This is an optimization exercise on Yosys and OpenROAD, whose aim is small area, not a production implementation. RTL that was checked went through simulation tests only; none was proved equivalent to the original.

Design lininterp, start of the top module:
module	lininterp #(
		parameter	INW   = 28,
				OWID  = 28,
				MPREC = 28,
				CTRBITS = 32
	) (
		input	wire			i_clk,
		input	wire			i_reset,
		input	wire			i_ce,
		input	wire	[(CTRBITS-1):0]	i_step,
		input	wire	[(INW-1):0]	i_data,
		output	wire			o_ce,
		output	wire	[(OWID-1):0]	o_data
	);
	reg			pre_ce, r_ce, r_ovfl, x_ce, p_valid, r_first;
	reg	[27:0]		r_next;
	reg	[28:0]		r_slope;
	reg	[31:0]		r_counter;
	reg	[27:0]		r_offset;
	wire			cnt_en = i_ce || !r_ovfl;
	reg	[27:0]		x_res, p_res, o_res;
	wire	one1;
	wire	two2;
	wire	neg3;
	wire	pp4;
	wire	pp5;
	wire	pp6;
	wire	pp7;
	wire	pp8;
	wire	pp9;
	wire	pp10;
	wire	pp11;
	wire	pp12;
	wire	pp13;
	wire	pp14;
	wire	pp15;
	wire	pp16;
	wire	pp17;
	wire	pp18;
	wire	pp19;
	wire	pp20;
	wire	pp21;
	wire	pp22;
	wire	pp23;
	wire	pp24;
	wire	pp25;
	wire	pp26;
	wire	pp27;
	wire	pp28;
	wire	pp29;
	wire	pp30;
	wire	pp31;
	wire	pp32;
	wire	pp33;
	wire	one34;
	wire	two35;
	wire	neg36;
	wire	pp37;
	wire	pp38;
	wire	pp39;
	wire	pp40;
	wire	pp41;
	wire	pp42;
	wire	pp43;
	wire	pp44;
	wire	pp45;
	wire	pp46;
	wire	pp47;
	wire	pp48;
	wire	pp49;
	wire	pp50;
	wire	pp51;
	wire	pp52;
	wire	pp53;
	wire	pp54;
	wire	pp55;
	wire	pp56;
	wire	pp57;
	wire	pp58;
	wire	pp59;
	wire	pp60;
	wire	pp61;
	wire	pp62;
	wire	pp63;
	wire	pp64;
	wire	pp65;
	wire	pp66;
	wire	one67;
	wire	two68;
	wire	neg69;
	wire	pp70;
	wire	pp71;
	wire	pp72;
	wire	pp73;
	wire	pp74;
	wire	pp75;
	wire	pp76;
	wire	pp77;
	wire	pp78;
	wire	pp79;
	wire	pp80;
	wire	pp81;
	wire	pp82;
	wire	pp83;
	wire	pp84;
	wire	pp85;
	wire	pp86;
	wire	pp87;
	wire	pp88;
	wire	pp89;
	wire	pp90;
	wire	pp91;
	wire	pp92;
	wire	pp93;
	wire	pp94;
	wire	pp95;
	wire	pp96;
  ...
export LEC_CHECK = 0
export ABC_AREA = 1
export CAP_MARGIN = 5
export CORE_MARGIN = 2
export CORE_UTILIZATION = 65
export PLACE_DENSITY = 0.75
export SLEW_MARGIN = 5
export SYNTH_HIERARCHICAL = 1
export SYNTH_MINIMUM_KEEP_SIZE = 0
create_clock -name core_clock -period 10.0 [get_ports {i_clk}]
standard.sh (not shown) runs the stock make flow with config.mk's settings and CLKGATE_MAP_FILE= SYNTH_SCRIPT=/design/flow/synth_recipe.tcl, a recipe that flattens the netlist after the stock synthesis.
==> flow/flow/run.sh <==
#!/bin/bash
set -euo pipefail
export BUFFER_PORTS_ARGS="-buffer_cell sky130_fd_sc_hd__buf_1"
export CTS_ARGS="-sink_clustering_enable -repair_clock_nets -sink_clustering_size 12 -sink_clustering_max_diameter 100 -buf_list sky130_fd_sc_hd__clkbuf_8 -dont_use_dummy_load"
bash standard.sh finish > standard_flow.log 2>&1
The first run finished clean.
Then changed:
==> flow/flow/run.sh (replaced) <==
#!/bin/bash
set -euo pipefail
export BUFFER_PORTS_ARGS="-buffer_cell sky130_fd_sc_hd__buf_1"
export CTS_ARGS="-sink_clustering_enable -repair_clock_nets -sink_clustering_size 16 -sink_clustering_max_diameter 100 -buf_list sky130_fd_sc_hd__clkbuf_8 -dont_use_dummy_load"
bash standard.sh finish > standard_flow.log 2>&1
Settings changed: CORE_UTILIZATION 65 to 70, PLACE_DENSITY 0.75 to 0.78.
Setup slack degrades by 0.32 ns; wire length came out lower by 0.46%; flip-flop and latch count is unchanged; cell area shrinks by 0.54%; utilization climbs by 5.2 points; first-iteration DRC count rises by 5.2%.

Another version of the RTL of lininterp (not shown whole).
Size in the first run: ~2700 cells after synthesis, ~26000 sq um of cells after synthesis.
clock: 10.0 ns
lec_check: 0
abc_area: 1
cap_margin: 5
core_margin: 2
core_utilization: 65
place_density: 0.75
slew_margin: 5
synth_hierarchical: 1
synth_minimum_keep_size: 0
==> flow/flow/run.sh <==
#!/bin/bash
# Layout flow: the standard flow (standard.sh: the standard synthesis and
# ORFS steps, unchanged), run with these settings:
#  - the input and output port buffers use the smallest buffer cell,
#    sky130_fd_sc_hd__buf_1 (every port still gets its own buffer);
#  - synthesis buffers are removed at floorplan, and placement is not
#    timing driven, so no buffers are kept from virtual repair runs;
#  - clock tree: clkbuf_8 buffers, sink clusters of up to 12, and no
#    dummy loads.
set -euo pipefail
export BUFFER_PORTS_ARGS="-buffer_cell sky130_fd_sc_hd__buf_1"

export CTS_ARGS="-sink_clustering_enable -repair_clock_nets -sink_clustering_size 12 -sink_clustering_max_diameter 100 -buf_list sky130_fd_sc_hd__clkbuf_8 -dont_use_dummy_load"
bash standard.sh finish > standard_flow.log 2>&1
Then changed:
==> flow/flow/run.sh (replaced) <==
#!/bin/bash
# Layout flow: the standard flow (standard.sh, unchanged synthesis and
# steps), except that the input and output port buffers are made from the
# smallest buffer cell, sky130_fd_sc_hd__buf_1, instead of the cell that
# buffer_ports picks by default. Every port still gets its own buffer.
set -euo pipefail
export BUFFER_PORTS_ARGS="-buffer_cell sky130_fd_sc_hd__buf_1"
bash standard.sh finish > standard_flow.log 2>&1
Settings changed: CAP_MARGIN 5 to 20, CTS_BUF_LIST from default to sky130_fd_sc_hd__clkbuf_8, CTS_CLUSTER_DIAMETER from default to 100, CTS_CLUSTER_SIZE from default to 12, SLEW_MARGIN 5 to 20.
Via count came out higher slightly.
Area after synthesis is unchanged.
Wire length came out higher slightly.
Then changed:
==> flow/run.sh (new file) <==
#!/bin/bash
# synth_recipe.tcl (not shown) runs the flow's synth.tcl, then flattens the netlist and writes it again
# the make line also repeats each setting of config.mk as NAME=value (left out here)
make -C /OpenROAD-flow-scripts/flow DESIGN_CONFIG=/design/flow/config.mk WORK_HOME=/design/flow/orfs CLKGATE_MAP_FILE= SYNTH_SCRIPT=/design/flow/synth_recipe.tcl finish
removed: flow/flow/run.sh
removed: flow/standard.sh
The new run finished with timing, DRC and antenna clean. Critical path depth does not change. Cell count stays flat. Clock-buffer cell count is unchanged. Non-clock buffer count shrinks by 3. Utilization grows by 1.3 points. Maximum frequency came out higher by 1.1%. Final area grows by 1.9%. Via count came out lower by 0.43%.
Then changed:
==> flow/flow/run.sh (new file) <==
#!/bin/bash
# Layout flow: the standard flow (standard.sh: the standard synthesis and
# ORFS steps, unchanged), run with these settings:
#  - the input and output port buffers use the smallest buffer cell,
#    sky130_fd_sc_hd__buf_1 (every port still gets its own buffer);
#  - synthesis buffers are removed at floorplan, and placement is not
#    timing driven, so no buffers are kept from virtual repair runs;
#  - clock tree: clkbuf_8 buffers, sink clusters of up to 12, and no
#    dummy loads.
set -euo pipefail
export BUFFER_PORTS_ARGS="-buffer_cell sky130_fd_sc_hd__buf_1"
export REMOVE_ABC_BUFFERS=1
export CTS_ARGS="-sink_clustering_enable -repair_clock_nets -sink_clustering_size 12 -sink_clustering_max_diameter 100 -buf_list sky130_fd_sc_hd__clkbuf_8 -dont_use_dummy_load"
bash standard.sh finish > standard_flow.log 2>&1
==> flow/standard.sh (new file) <==
#!/bin/bash
# synth_recipe.tcl (not shown) runs the flow's synth.tcl, then flattens the netlist and writes it again
# the make line also repeats each setting of config.mk as NAME=value (left out here)
make -C /OpenROAD-flow-scripts/flow DESIGN_CONFIG=/design/flow/config.mk WORK_HOME=/design/flow/orfs CLKGATE_MAP_FILE= SYNTH_SCRIPT=/design/flow/synth_recipe.tcl "${@:-finish}"
Settings changed: CTS_BUF_LIST sky130_fd_sc_hd__clkbuf_8 to default, CTS_CLUSTER_DIAMETER 100 to default, CTS_CLUSTER_SIZE 12 to default, GPL_TIMING_DRIVEN from default to 0.
removed: flow/run.sh
The new run finished clean.
Worst setup slack degrades by 0.15 ns.
Fmax went down by 1.7%.
Then changed:
--- a/flow/flow/run.sh
+++ b/flow/flow/run.sh
@@ -11,3 +11,3 @@
 export BUFFER_PORTS_ARGS="-buffer_cell sky130_fd_sc_hd__buf_1"
-export REMOVE_ABC_BUFFERS=1
+
 export CTS_ARGS="-sink_clustering_enable -repair_clock_nets -sink_clustering_size 12 -sink_clustering_max_diameter 100 -buf_list sky130_fd_sc_hd__clkbuf_8 -dont_use_dummy_load"
Settings changed: GPL_TIMING_DRIVEN 0 to default.
Worst setup slack is better by 0.081 ns.
Non-clock buffer count grows by 55.
Count of clock-buffer cells in the layout came out higher by 1.
Global-route usage is lower by 0.72 points.
Wire length decreases by a few percent.
Die area does not change.

## P
Another version of the RTL of lininterp (not shown whole).
For scale: about 2800 cells after synthesis, roughly 210 flip-flops, ~92 I/O pins, about 27000 µm² of cells after synthesis.
make LEC_CHECK=0 ABC_AREA=1 CAP_MARGIN=20 CORE_MARGIN=2 CORE_UTILIZATION=40 CTS_BUF_LIST=sky130_fd_sc_hd__clkbuf_8 CTS_CLUSTER_SIZE=30 SLEW_MARGIN=20 SYNTH_HIERARCHICAL=1 SYNTH_MINIMUM_KEEP_SIZE=0 finish   # period 10.0 ns
run.sh (not shown) runs the stock make flow with config.mk's settings and CLKGATE_MAP_FILE= SYNTH_SCRIPT=/design/flow/synth_recipe.tcl, a recipe that flattens the netlist after the stock synthesis.
Stock flow here: none of the scripts above is used.
P reached the final stage; the timing, design-rule and antenna checks on its layout passed.
The inputs of Q differ from those of P as listed below.
# P
export LEC_CHECK = 0
export ABC_AREA = 1
export CAP_MARGIN = 20
export CORE_MARGIN = 2
export CORE_UTILIZATION = 40
export CTS_BUF_LIST = sky130_fd_sc_hd__clkbuf_8
export CTS_CLUSTER_SIZE = 30
export SLEW_MARGIN = 20
export SYNTH_HIERARCHICAL = 1
export SYNTH_MINIMUM_KEEP_SIZE = 0
create_clock -name core_clock -period 10.0 [get_ports {i_clk}]
# Q
export LEC_CHECK = 0
export ABC_AREA = 1
export CAP_MARGIN = 20
export CORE_MARGIN = 2
export CORE_UTILIZATION = 40
export CTS_BUF_LIST = sky130_fd_sc_hd__clkbuf_4
export CTS_CLUSTER_SIZE = 20
export SLEW_MARGIN = 20
export SYNTH_HIERARCHICAL = 1
export SYNTH_MINIMUM_KEEP_SIZE = 0
create_clock -name core_clock -period 10.0 [get_ports {i_clk}]
==> comparison <==
- Diff P..Q | post-route antenna net violation count | unchanged
- From P to Q the numbers moved as follows: number of global-route vias before repair went up by 0.86%; total DRC errors in the routed layout essentially unchanged.
- Q: full flow OK, the timing, design-rule and antenna checks passed
Function was not checked in any run of this note: the RTL went through the layout flow alone.

== run C ==
lininterp, a different RTL version from the one above (not shown whole).
For scale: ~92 I/O pins, ~26,000 um^2 of cells after synthesis.
export LEC_CHECK = 0
export ABC_AREA = 1
export CAP_MARGIN = 5
export CORE_MARGIN = 2
export CORE_UTILIZATION = 65
export PLACE_DENSITY = 0.75
export SLEW_MARGIN = 5
export SYNTH_HIERARCHICAL = 1
export SYNTH_MINIMUM_KEEP_SIZE = 0
create_clock -name core_clock -period 10.0 [get_ports {i_clk}]
standard.sh (not shown) runs the stock make flow with config.mk's settings and CLKGATE_MAP_FILE= SYNTH_SCRIPT=/design/flow/synth_recipe.tcl, a recipe that flattens the netlist after the stock synthesis.
==> flow/flow/run.sh <==
#!/bin/bash
set -euo pipefail
export BUFFER_PORTS_ARGS="-buffer_cell sky130_fd_sc_hd__buf_1"
export CTS_ARGS="-sink_clustering_enable -repair_clock_nets -sink_clustering_size 14 -sink_clustering_max_diameter 100 -buf_list {sky130_fd_sc_hd__clkbuf_4 sky130_fd_sc_hd__clkbuf_8} -dont_use_dummy_load"
bash standard.sh finish > standard_flow.log 2>&1
#### Input delta (run B over run C)
==> flow/flow/run.sh <==
#!/bin/bash
set -euo pipefail
export BUFFER_PORTS_ARGS="-buffer_cell sky130_fd_sc_hd__buf_1"
export CTS_ARGS="-sink_clustering_enable -repair_clock_nets -sink_clustering_size 8 -sink_clustering_max_diameter 60 -buf_list sky130_fd_sc_hd__clkbuf_4 -dont_use_dummy_load"
bash standard.sh finish > standard_flow.log 2>&1
==> comparison <==
Result: PASS for each of run B and run C
Going from run C to run B, detailed-route via count grew slightly.
On hold slack, run B and run C are neck and neck.
Re clock sink count: no difference whatsoever between run C and run B.
Between run B and run C, the difference in maximum frequency is negligible.
In terms of utilization, run C and run B differ only marginally.

## port drivers added, routing unchanged
How much do the figures lean on ideal ports? The routed layouts below were timed once more, with nothing changed but the port constraints.
Step 1 sets driving cells, clkbuf_16 on the clock port and buf_2 on the other inputs (assumed; they add their load-dependent delay and slew).
Step 2 adds t to the input delays and takes it off the output delays; t is the mean of the earliest and latest rising clock arrival at the registers after step 1. Input paths then give back, and output paths get back, about the clock's delay inside the block.
Slacks: ideal / step 1 / step 2; pairs: ideal / step 1.
run | shift t [ns] | slack for setup (ns) | hold slack, ns | worst slew at a driven data input, ns
the first run of note 1 | 0.598 | 1.262 / 1.262 / 1.262 | 0.380 / 0.380 / 0.380 | 0.06
the second run of note 1 | 0.579 | 0.942 / 0.942 / 0.942 | 0.354 / 0.354 / 0.354 | 0.05
the first run of note 2 | 0.622 | 1.252 / 1.252 / 1.252 | 0.387 / 0.387 / 0.387 | 0.06
the second run of note 2 | 0.646 | 1.219 / 1.219 / 1.219 | 0.406 / 0.406 / 0.406 | 0.06
the third run of note 2 | 0.631 | 1.311 / 1.311 / 1.311 | 0.403 / 0.403 / 0.403 | 0.06
the fourth run of note 2 | 0.627 | 1.161 / 1.161 / 1.161 | 0.368 / 0.368 / 0.368 | 0.07
the fifth run of note 2 | 0.620 | 1.242 / 1.242 / 1.242 | 0.387 / 0.387 / 0.387 | 0.06
P | 0.638 | 2.148 / 2.148 / 2.148 | 0.401 / 0.401 / 0.401 | 0.05
Q | 0.849 | 2.064 / 2.064 / 2.064 | 0.391 / 0.391 / 0.391 | 0.05
run C | 0.625 | 1.332 / 1.332 / 1.332 | 0.404 / 0.404 / 0.404 | 0.04
run B | 0.793 | 1.326 / 1.326 / 1.326 | 0.404 / 0.404 / 0.404 | 0.04
After both steps every run listed still meets setup and hold.
